This design comes from an exercise in tuning for small area, a short achievable clock period and few clock cycles per item on the open sky130 flow, not from production work.
RTL that was checked went through simulation tests only; none was proved equivalent to the original.

## run 1
==> flow/design.v <==
module multiplier_iterative(
    input clk,
    input logic valid_in,
    input logic[31:0] a,
    input logic[31:0] b,
    output logic valid_out,
    output logic[63:0] r
);
    logic [31:0] mc;                    
    logic [2:0] n;                      
    wire [3:0] ga = {|a[31:25], |a[31:17], |a[31:9], |a[31:1]};
    wire [3:0] gb = {|b[31:25], |b[31:17], |b[31:9], |b[31:1]};
    wire [3:0] ha = {|a[31:24], |a[31:16], |a[31:8], |a[31:0]};
    wire [3:0] hb = {|b[31:24], |b[31:16], |b[31:8], |b[31:0]};
    wire la = |(ha & ~ga);              
    wire lb = |(hb & ~gb);
    wire swap = |(ga & ~gb);            
    wire [3:0] gm = ga & gb;
    wire [31:0] mp = swap ? b : a;
    wire [31:0] mcs = swap ? a : b;
    wire lm = swap ? lb : la;
    logic [63:0] start;
    always @(*) begin
        if (gm[3])      start = {mp, 32'd0};
        else if (gm[2]) start = {mp[23:0], 40'd0};
        else if (gm[1]) start = {mp[15:0], 48'd0};
        else if (gm[0]) start = {mp[7:0], 56'd0};
        else            start = 64'd0;
        if (lm) start[31:0] = mcs;
    end
    wire [2:0] nm = {1'b0, gm[0]} + {1'b0, gm[1]} + {1'b0, gm[2]} + {1'b0, gm[3]};
    always_ff @(posedge clk) begin
        if (valid_in) begin
            mc <= mcs;
            r <= start;
            n <= nm;
            valid_out <= !gm[0];
        end else if (!valid_out) begin
            r <= (r << 8) + mc * r[63:56];
            n <= n - 1'b1;
            if (n == 3'd1) valid_out <= 1'b1;
        end
    end
endmodule
==> flow/config.mk <==
export PLATFORM = sky130hd
export DESIGN_NAME = multiplier_iterative
export DESIGN_NICKNAME = multiplier_iterative
export VERILOG_FILES = /design/flow/design.v
export SDC_FILE = /design/flow/constraint.sdc
export NUM_CORES = 4
export LEC_CHECK = 0
export CAP_MARGIN = 20
export CORE_MARGIN = 2
export CORE_UTILIZATION = 40
export SLEW_MARGIN = 20
==> flow/constraint.sdc <==
create_clock -name core_clock -period 6.0 [get_ports {clk}]
set_input_delay 1.2000 -clock core_clock [delete_from_list [all_inputs] [get_ports {clk}]]
set_output_delay 1.2000 -clock core_clock [all_outputs]
set_load 0.01 [all_outputs]
run.sh (not shown) runs the stock make flow with config.mk's settings and CLKGATE_MAP_FILE= SYNTH_SCRIPT=/design/flow/synth_recipe.tcl, a recipe that flattens the netlist after the stock synthesis.
Run 1 did not stop at any stage, and its layout met the timing, design-rule and antenna checks.
Relative to run 1, the following input files were edited for run 2:
==> flow/design.v <==
module multiplier_iterative(
    input clk,
    input logic valid_in,
    input logic[31:0] a,
    input logic[31:0] b,
    output logic valid_out,
    output logic[63:0] r
);
    logic [31:0] mc;                    
    logic [2:0] n;                      
    function automatic [2:0] ndig(input [31:0] x);
        ndig = (x[31:24] != 0) ? 3'd4 : (x[23:16] != 0) ? 3'd3 :
               (x[15:8] != 0) ? 3'd2 : (x[7:0] != 0) ? 3'd1 : 3'd0;
    endfunction
    wire [2:0] na = ndig(a);
    wire [2:0] nb = ndig(b);
    wire swap = nb < na;                
    wire [2:0] nm = swap ? nb : na;
    wire [31:0] mp = swap ? b : a;
    logic [63:0] start;
    always @(*) begin
        case (nm)
            3'd4: start = {mp, 32'd0};
            3'd3: start = {mp[23:0], 40'd0};
            3'd2: start = {mp[15:0], 48'd0};
            default: start = {mp[7:0], 56'd0};
        endcase
    end
    always_ff @(posedge clk) begin
        if (valid_in) begin
            mc <= swap ? a : b;
            r <= start;
            n <= nm;
            valid_out <= (nm == 0);
        end else if (!valid_out) begin
            r <= (r << 8) + mc * r[63:56];
            n <= n - 1'b1;
            if (n == 3'd1) valid_out <= 1'b1;
        end
    end
endmodule
No run among run 2 and run 1 stopped early or left any final violation; all are clean. Fraction of the mapped netlist area in compound gates: run 2 vs run 1 down 1.4 points. Diff run 1 -> run 2 | multi-input combinational area share | decrease of 0.26 points. Row sequential share of layout area: run 2 lower / run 1 higher. Run 2 against run 1: area enclosed by the die boundary lower, multi-input combinational cell count higher. Comparing non-clock buffer count for run 2 and run 1, the smaller number came from run 1. Taking run 1 as the reference, in run 2 utilization after layout moved up; post-cts gate resize count barely changed.
Testbench counts of run 2, summed over its fixed seeds: cycles 65,401, items 24,000.
For run 1, only the layout was checked, not whether the RTL still works.

port drivers added, routing unchanged:
The flow's constraints put no driver on any port. The routed layouts listed below were extracted and timed again, unchanged, in two steps.
Step 1 sets driving cells, clkbuf_16 on the clock port and buf_2 on the other inputs (assumed; they add their load-dependent delay and slew).
Step 2, shift: input delay + t, output delay - t, t = (earliest + latest rising clock arrival at the registers) / 2. This alone moves slack from input paths to output paths.
Three values: ideal, step 1, step 2; two values: the first two.
run	t (ns)	slack for setup (ns)	hold slack, ns	worst data-port slew with drivers (ns)
run 1	0.417	0.179 / 0.179 / 0.179	0.587 / 0.587 / 0.587	0.06
run 2	0.416	0.130 / 0.130 / 0.130	0.610 / 0.610 / 0.610	0.06
After both steps every run listed still meets setup and hold.
